From an optimization exercise on the open Yosys and OpenROAD flow, aimed at small area and a short achievable clock period; shortcuts taken in it are not production practice.
In this exercise RTL edits were held to simulation tests only and were not proved equivalent to the original.
No activity file was given, so power comes from the tool's default toggle rates.

==> flow/design.v (outline; a module is shown in full before it is edited, if it fits) <==
// module coeff_rom: 139 lines
// module mac_tree: 494 lines
// module polyphase_upsampler: 711 lines
// module output_conversion: 53 lines
// module vol_front: 27 lines
// module block_add: 27 lines
// module vol_mult: 159 lines
module output_conversion (
    input  wire        clk,
    input  wire        reset_n,
    input  wire signed [15:0] sample_L,
    input  wire               valid_L,
    input  wire signed [15:0] sample_R,
    input  wire               valid_R,
    input  wire [7:0]  volume,
    input  wire        mute,
    output wire signed [15:0] out_L,
    output wire signed [15:0] out_R,
    output reg               valid_out
);
  // ...
==> flow/run.sh <==
#!/bin/bash
# synth_recipe.tcl (not shown) runs the flow's synth.tcl, then flattens the netlist and writes it again
# the make line also repeats each setting of config.mk as NAME=value (left out here)
make -C /OpenROAD-flow-scripts/flow DESIGN_CONFIG=/design/flow/config.mk WORK_HOME=/design/flow/orfs CLKGATE_MAP_FILE= SYNTH_SCRIPT=/design/flow/synth_recipe.tcl finish
==> flow/config.mk <==
export PLATFORM = sky130hd
export DESIGN_NAME = output_conversion
export DESIGN_NICKNAME = output_conversion
export VERILOG_FILES = /design/flow/design.v
export SDC_FILE = /design/flow/constraint.sdc
export NUM_CORES = 4
export LEC_CHECK = 0
export ABC_AREA = 1
export CAP_MARGIN = 20
export CORE_MARGIN = 2
export CORE_UTILIZATION = 40
export SETUP_SLACK_MARGIN = 4.1
export SLEW_MARGIN = 20
export SYNTH_HIERARCHICAL = 1
export SYNTH_MINIMUM_KEEP_SIZE = 1000
==> flow/constraint.sdc <==
create_clock -name core_clock -period 8.0 [get_ports {clk}]
set_input_delay 1.6000 -clock core_clock [delete_from_list [all_inputs] [get_ports {clk}]]
set_output_delay 1.6000 -clock core_clock [all_outputs]
set_load 0.01 [all_outputs]
==> impl_metrics.yaml, run 1 <==
timing:
  hold_viol_final: 0
  setup_viol: 0
  clock_skew_ns: 0.0455
  maxSlewViolCount: 0
pwr:
  intPower_w: 0.0117
  clock_power_share: 0.166
  pg_clk_w: 0.00380
  maxPowerGroup: "combinational logic"
worst_setup_path:
  crit_chain: "clkbuf_4, nand2_4, buf_12, clkinvlp_4, buf_12, a21oi_1, fa_1, inv_1, fa_1, ha_1, fa_1, nand2_1, a21oi_2"
  cp_num_buf_inv: 5
  reg2reg_depth: 8
  required_ns: 8.60
  cp_common_cell: "fa_1"
  rr_endpoint: "up_right.acc_c[17]"
finish:
  mostFrequentLayoutCells: "nand2_1 (1111), inv_1 (1059), nor2_1 (374)"
  multi_input_area_sq_um: 30000
  multi_input_cells: 4217
  buffer_area_frac: 0.0401
  flops_and_latches: 649
  buffers_excl_clock: 270
  reg.largest.list: "up_left.sample_buf (128), up_right.sample_buf (128)"
  design_area_sq_um: 57300
  fillers: 12298
  antenna_cells: 0
synth:
  netlist_instances: 6297
  synth_edf_count: 256
  yosysMostFrequentCell: "nand2_1"
  synth_top_area_cell: "dfxtp_1"
  synth.area.mux_share: 0.0126
  synth.avg_cell_area_sq_um: 8.05
clock_tree:
  cts_tree: "done"
  clock-root-buffer: "clkbuf_16"
status:
  status: "timing/DRC/antenna clean"
route:
  met3_length_microns: 12100
  wire_per_inst_microns: 19.4
  drt_iter0_drc: 4194
floorplanning:
  rows: 130
  initial_utilization: 0.403
  dieArea_sq_um: 130000
grt:
  grt_pass1_wl_microns: 246000
==> run 2, diff against run 1 <==
--- a/flow/config.mk
+++ b/flow/config.mk
@@ -5,10 +5,11 @@
 export SDC_FILE = /design/flow/constraint.sdc
 export NUM_CORES = 4
 export LEC_CHECK = 0
-export ABC_AREA = 1
 export CAP_MARGIN = 20
 export CORE_MARGIN = 2
 export CORE_UTILIZATION = 40
+export CTS_CLUSTER_DIAMETER = 100
+export CTS_CLUSTER_SIZE = 30
 export SETUP_SLACK_MARGIN = 4.1
 export SLEW_MARGIN = 20
 export SYNTH_HIERARCHICAL = 1
==> impl_metrics.yaml, run 2 <==
worst_setup_path:
  cpPeakStageDelay_ns: 0.36
  startpoint_type: "flip-flop"
  reg2reg_depth: 16
  end_kind: "flip-flop"
  slowest_stage: "a2111oi_4"
  critPathMaxFanout: 6
  reg2reg_from: "up_left.acc_s[19]"
  required_ns: 8.51
  cp_data_arrival_time_ns: 4.54
  crit_type: "flip-flop to flip-flop"
  crit_chain: "ha_4, a21o_1, o21bai_4, a311oi_2, nand3_2, a311oi_2, nor2b_1, o21a_1, o2111a_1, a2111oi_4, xor2_2, ha_4, inv_6, nor3_4, a2111oi_4, o311ai_2"
  reg2reg_slack_ns: 3.97
  rr_endpoint: "up_left.out_sample_x3[15]"
hold_path:
  hp-start: "bprop_R[4]"
  hold_end: "bprop_R[4]"
  hp-class: "flip-flop to flip-flop"
  hold_depth: 2
pwr:
  worst_ir_drop_vdd_mv: 0.388
  power_leakage_nw: 22.3
  power_density_nw_per_um2: 366
timing:
  finalSetupTns_ns: 0
  timing.slew.headroom: 0.275
  rsz0062_at_grt: "yes"
  maxSlewViolCount: 0
  period_minus_slack_ns: 4.03
  tightest_slew_ns: 1.09
  setup_viol: 0
  clock_skew_ns: 0.0345
  hold_viol_final: 0
  fin_crit_sh: 0.504
  max_freq_mhz: 248
synth:
  ys_warn_count: 30
  synth.avg_cell_area_sq_um: 9.68
  synth_top_flop_cell: "dfxtp_1"
  yosysMostFrequentCell: "nand2_1"
  netlist_instances: 5232
  yosysTopAreaCellShare: 0.156
  ys_types: 87
  synth.area.top_cells: "dfxtp_1 (16%), edfxtp_1 (15%), fa_1 (14%)"
  synth_top_area_cell: "dfxtp_1"
  yosysSeqAreaShare: 0.308
  netlist_area_sq_um: 50600
  ys_ff_latch: 651
  synth_edf_count: 256
  ys_top_cells_by_count: "nand2_1 (456), inv_1 (438), dfxtp_1 (395)"
  async_flop_share: 0
clock_tree:
  h-tree-depth: 2
  cts_buffers: 36
  cts_tree: "done"
  clock-sinks: 651
  clockBufferDepth: 3
  clock_latency_ns: 0.66
  clkSlewWorstSetupHoldPaths_ns: 0.11
  clock-root-buffer: "clkbuf_16"
floorplanning:
  rows: 130
  ios: 78
  initial_utilization: 0.403
  core_sq_um: 126000
  dieArea_sq_um: 129000
  die-width_microns: 360
  die_h_microns: 360
finish:
  area_growth_pct: 11.1
  final_common_cell: "nand2_1"
  reg.largest.list: "up_left.sample_buf (128), up_right.sample_buf (128)"
  fillers: 11867
  nNetsFinal: 5767
  multi_input_area_sq_um: 33100
  seq_area_sq_um: 15700
  design_area_sq_um: 56300
  mostFrequentLayoutCells: "nand2_1 (446), inv_1 (433), fa_1 (350)"
  drive_above_1_share: 0.148
placement:
  place_area_sq_um: 52500
  gp_congestion: 0.945
  port_buffers: 77
  dp_hpwl_microns: 91900
route:
  drt-pass1-iter-count: 6
  vias: 38713
  detail_route.vias_per_cell: 5.71
  ant_nets: 0
  drcViolationCount: 0
  wire_per_inst_microns: 20.2
  wirelength_microns: 137000
  drt_iter0_drc: 3463
flow_run:
  drv_cap: 0
grt:
  overflow: 0
  grt.total_usage: 0.207
  grt_pass1_wl_microns: 221000
  grt_pass1_vias: 38925
  antenna_found_initial: 2
  grt_max_degree: 108
status:
  status: "timing/DRC/antenna clean"
[run 2: per-stage QoR]
| step | util | worst slack [ns] | total power [W] | hold slack [ns] | cells |
|---|---|---|---|---|---|
| detailed placement | 0.418 | 2.34 | 0.0167 | 0.448 | 6605 |
| floorplan | - | 3.71 | 0.0142 | 0.428 | 5232 |
| finish | 0.448 | 3.97 | 0.0206 | 0.458 | 6779 |
| CTS | 0.440 | 3.97 | 0.0198 | 0.460 | 6738 |
| global route | 0.448 | 3.77 | 0.0227 | 0.476 | 6778 |
| global placement | 0.418 | 2.39 | 0.0164 | 0.440 | 6605 |
[run 2: cell families (layout without fill, tap and decap cells)]
logic type / Yosys count / after routing / synth area share
buf+inv: 860 / 749 / 0.0658
flops: 651 / 651 / 0.308
other cells: 0 / 1 / 0
simple gates: 1192 / 1199 / 0.114
mux: 258 / 258 / 0.0704
compound gates: 1285 / 1285 / 0.172
xor+xnor: 364 / 364 / 0.0635
fa+ha+maj: 622 / 622 / 0.206
[run 2: cell type report]
type,instances,area share
Clock inverter,21,0.00629
Tap cell,1650,0.0367
Antenna cell,1,0.0000445
Clock buffer,45,0.0172
Sequential cell,651,0.279
Inverter,442,0.0296
Multi-Input combinational cell,3728,0.588
Timing Repair Buffer,241,0.0431
[run 2: worst max-delay path, delay by kind of cell, from the launching register on]
family | cells | cell delay (ns)
compound gates | 9 | 2.37
fa+ha+maj | 2 | 0.51
flops | 1 | 0.35
simple gates | 3 | 0.31
xor+xnor | 1 | 0.28
buf+inv | 1 | 0.08
[run 2: per-layer routing]
metal | track usage | routed length (microns) | vias up
met4 | 0.0610 | 3990 | 0
li1 | - | - | 18107
met3 | 0.0300 | 9350 | 261
met5 | 0 | 0 | -
met2 | 0.334 | 62400 | 1515
met1 | 0.289 | 61500 | 18830
[run 2: Yosys stat by module, one instance, submodules excluded]
| module | flip-flops and latches | copies in the design | cells |
|---|---|---|---|
| output_conversion | 63 | 1 | 852 |
| polyphase_upsampler | 294 | 2 | 2190 |
[run 2: worst max-delay path by stage]
| stage | from | to | slack, ns |
|---|---|---|---|
| 2_1_floorplan | volume[4] | bsum_R[1] | 3.71 |
| 3_3_place_gp | volume[4] | bsum_R[11] | 2.39 |
| 3_5_place_dp | volume[4] | bsum_R[5] | 2.34 |
| 4_1_cts | bgen_L[3] | out_L[15] | 3.97 |
| 5_1_grt | up_left.acc_s[19] | up_left.out_sample_x3[15] | 3.77 |
| 6_report | up_left.acc_s[19] | up_left.out_sample_x3[15] | 3.97 |
[run 2: what timing repair did]
item / CTS / global route
cloned: 14 / 2
setup buffers: 53 / 38
resized for setup: 253 / 192
endpoints found under the setup margin: 156 / 104
hold buffers: 0 / 0
pin swaps: 44 / 69
[run 2: where the power goes]
group / switching (W) / internal (W)
clock network: 0.00130 / 0.000989
registers: 0.000734 / 0.00429
logic: 0.00711 / 0.00616
total: 0.00915 / 0.0114
==> run 3, diff against run 2 <==
==> flow/config.mk (replaced) <==
export PLATFORM = sky130hd
export DESIGN_NAME = output_conversion
export DESIGN_NICKNAME = output_conversion
export VERILOG_FILES = /design/flow/design.v
export SDC_FILE = /design/flow/constraint.sdc
export NUM_CORES = 4
export LEC_CHECK = 0
export ABC_AREA = 1
export CAP_MARGIN = 20
export CORE_MARGIN = 2
export CORE_UTILIZATION = 40
export SETUP_SLACK_MARGIN = 4.1
export SLEW_MARGIN = 20
export SYNTH_HIERARCHICAL = 1
export SYNTH_MINIMUM_KEEP_SIZE = 300
==> impl_metrics.yaml, run 3 <==
worst_setup_path:
  critPathLaunch: "bprop_R[4]"
  cp_common_cell: "nand2_2"
  critPathMaxFanout: 3
  crit_chain: "nand2_4, inv_2, a21oi_4, nand3_4, nand2_2, nand2_2, ha_4, xor2_4, buf_6"
  slowest_stage: "dfxtp_4"
  reg2reg_depth: 10
  reg2reg_slack_ns: 4.21
  cp_data_arrival_time_ns: 2.21
  startpoint_type: "flip-flop"
  cpPeakStageDelay_ns: 0.37
  crit_path_end: "out_R[15]"
  end_kind: "primary output"
  rr_endpoint: "up_right.acc_c[19]"
  required_ns: 6.40
  reg2reg_from: "up_right.coeff_b[9]"
  crit_type: "flip-flop to primary output"
status:
  status: "timing/DRC/antenna clean"
route:
  drt_iter0_drc: 4133
  wirelength_microns: 161000
  vias: 45038
  ant_nets: 0
  drcViolationCount: 0
  drt-pass1-iter-count: 6
  wire_per_inst_microns: 18.9
  detail_route.vias_per_cell: 5.30
finish:
  multi_input_area_sq_um: 31100
  drive_above_1_share: 0.0877
  fillers: 13105
  mostFrequentLayoutCells: "nand2_1 (1194), inv_1 (1030), nand3_1 (503)"
  reg.largest.list: "up_left.sample_buf (128), up_right.sample_buf (128)"
  area_growth_pct: 10.2
  nNetsFinal: 7342
  fin_cells: 8496
  final_common_cell: "nand2_1"
  seq_area_sq_um: 15600
placement:
  dp_slack_ns: 2.58
  port_buffers: 77
  gp_congestion: 0.976
  dp_cells: 8235
  dp_hpwl_microns: 118000
synth:
  synth_edf_count: 256
  synth_top_area_cell: "dfxtp_1"
  netlist_instances: 6753
  yosysSeqAreaShare: 0.295
  yosysTopAreaCellShare: 0.149
  ys_types: 65
  ys_ff_latch: 649
  ys_top_cells_by_count: "nand2_1 (1209), inv_1 (1072), nor2_1 (512)"
  synth.area.top_cells: "dfxtp_1 (15%), edfxtp_1 (15%), fa_1 (13%)"
  synth.avg_cell_area_sq_um: 7.82
  async_flop_share: 0
  synth_top_flop_cell: "dfxtp_1"
  ys_warn_count: 30
  netlist_area_sq_um: 52800
  yosysMostFrequentCell: "nand2_1"
clock_tree:
  clock-root-buffer: "clkbuf_16"
  clock_latency_ns: 0.71
  clkSlewWorstSetupHoldPaths_ns: 0.06
  cts_tree: "done"
  ctsHoldBuffers: 0
  clock-sinks: 649
  h-tree-depth: 3
  cts_buffers: 80
  clockBufferDepth: 3
timing:
  maxSlewViolCount: 0
  clock_skew_ns: 0.0419
  finalSetupTns_ns: 0
  layout_setup_ws_ns: 4.19
  max_freq_mhz: 263
  setup_viol: 0
  period_minus_slack_ns: 3.81
  hold_viol_final: 0
  tightest_slew_ns: 1.00
  rsz0062_at_grt: "yes"
  timing.slew.headroom: 0.331
  fin_crit_sh: 0.476
floorplanning:
  dieArea_sq_um: 135000
  initial_utilization: 0.402
  ios: 78
  rows: 133
  die-width_microns: 367
  die_h_microns: 367
  core_sq_um: 131000
grt:
  busiest_layer: "met2"
  grt_pass1_vias: 44577
  antenna_found_initial: 0
  grtUsageMet2: 0.381
  grt_use_met3: 0.0347
  grt_max_degree: 98
  grt_use_met1: 0.319
  overflow: 0
  grt_pass1_wl_microns: 253000
  grt.total_usage: 0.234
flow_run:
  drv_cap: 0
pwr:
  power_density_nw_per_um2: 385
  power_leakage_nw: 26.8
  worst_ir_drop_vdd_mv: 0.353
hold_path:
  hp-class: "flip-flop to flip-flop"
-- run 3: kinds of logic (layout without fill, tap and decap cells) --
kind of cell    count (synthesis)  count (layout)  share of synthesized area
compound gates               1137            1137                      0.125
xor+xnor                      302             302                     0.0504
fa+ha+maj                     622             622                      0.198
buf+inv                      1537            1520                      0.123
flops                         649             649                      0.295
mux                            64              64                     0.0121
other cells                     2               7                   0.000142
simple gates                 2440            2440                      0.197
-- run 3: repair_timing --
item,CTS,global route
setup endpoints to repair,141,76
setup buffers,20,88
cloned,1,3
resized for setup,113,105
pin swaps,7,10
endpoints found under the hold margin,0,0
-- run 3: through the flow --
stage                     utilization  cell area, sq um  hold WS (ns)  total power [W]
after CTS                       0.435             57100         0.445           0.0224
after global placement          0.412             54000         0.429           0.0183
after detailed placement        0.412             54000         0.435           0.0185
final                           0.443             58200         0.443           0.0224
after global routing            0.443             58200         0.463           0.0250
after floorplan                     -             53100         0.417           0.0156
-- run 3: power by group --
part	internal [W]	leakage, nW	switching, W
clock	0.00219	1.31	0.00153
combinational	0.00506	19.6	0.00857
sequential	0.00434	5.90	0.000688
total	0.0116	26.8	0.0108
-- run 3: cell type report --
type	instances	area share
multi-input cells	4571	0.534
flip-flops and latches	649	0.268
inverters	1131	0.0765
well taps	1755	0.0377
clock buffers	102	0.0371
repair buffers	241	0.0366
clock inverters	45	0.00942
repair inverters	1	0.0000860
diodes	1	0.0000430
-- run 3: layer usage --
metal | routed length (microns) | vias to the layer above
met5 | 0 | -
met4 | 5360 | 0
met3 | 11100 | 369
met2 | 73100 | 1764
met1 | 71400 | 21315
li1 | - | 21590
-- run 3: worst min-delay path by stage --
stage	startpoint	end	slack (ns)	cells past startpoint
final	up_right.acc_c[0]	up_right.acc_c[0]	0.44	2
after global routing	up_left.acc_c[0]	up_left.acc_c[0]	0.46	2
after CTS	up_right.acc_c[0]	up_right.acc_c[0]	0.44	2
after detailed placement	up_left.acc_c[0]	up_left.acc_c[0]	0.43	2
after global placement	up_left.acc_c[0]	up_left.acc_c[0]	0.43	2
after floorplan	up_left.acc_c[0]	up_left.acc_c[0]	0.42	2
-- run 3: worst max-delay path: cells and delay by family (launching register included) --
| family | cells | cell delay (ns) |
|---|---|---|
| buf+inv | 2 | 0.18 |
| simple gates | 4 | 0.39 |
| flops | 1 | 0.37 |
| xor+xnor | 1 | 0.23 |
| compound gates | 1 | 0.16 |
| fa+ha+maj | 1 | 0.17 |
-- run 3: Yosys stat by module (local to each module, per instance) --
module	flops+latches	copies in the design	cell area [sq um]	cells
polyphase_upsampler	293	2	21700	2663
output_conversion	63	1	3820	477
vol_mult	0	2	2810	475

[static timing again, ports no longer ideal]
In the flow no input, the clock included, has a driving cell. The finished layouts below were timed again as built, in two steps. Step 1 (the two cells are an assumption about what drives the block):
set clk [get_ports {clk}]
set_driving_cell -lib_cell sky130_fd_sc_hd__clkbuf_16 $clk
set_driving_cell -lib_cell sky130_fd_sc_hd__buf_2 [delete_from_list [all_inputs] $clk]
Step 2, shift: input delay + t, output delay - t, t = (earliest + latest rising clock arrival at the registers) / 2. This alone moves slack from input paths to output paths. Slacks: ideal / step 1 / step 2; pairs: ideal / step 1.
run	shift t [ns]	setup slack, ns	worst setup path at the end	clock arrival spread, ns	worst data-port slew with drivers (ns)
run 1	0.748	4.115 / 4.070 / 3.403	input to register	0.048 / 0.048	0.09
run 2	0.705	3.967 / 3.967 / 3.385	input to register	0.046 / 0.046	0.11
run 3	0.764	4.191 / 4.113 / 3.508	input to register	0.053 / 0.052	0.09
After both steps setup and hold are still met in every run listed. The setup slack of run 1, which loses most, moves by -0.045 ns with the drivers and by -0.712 ns with both steps.
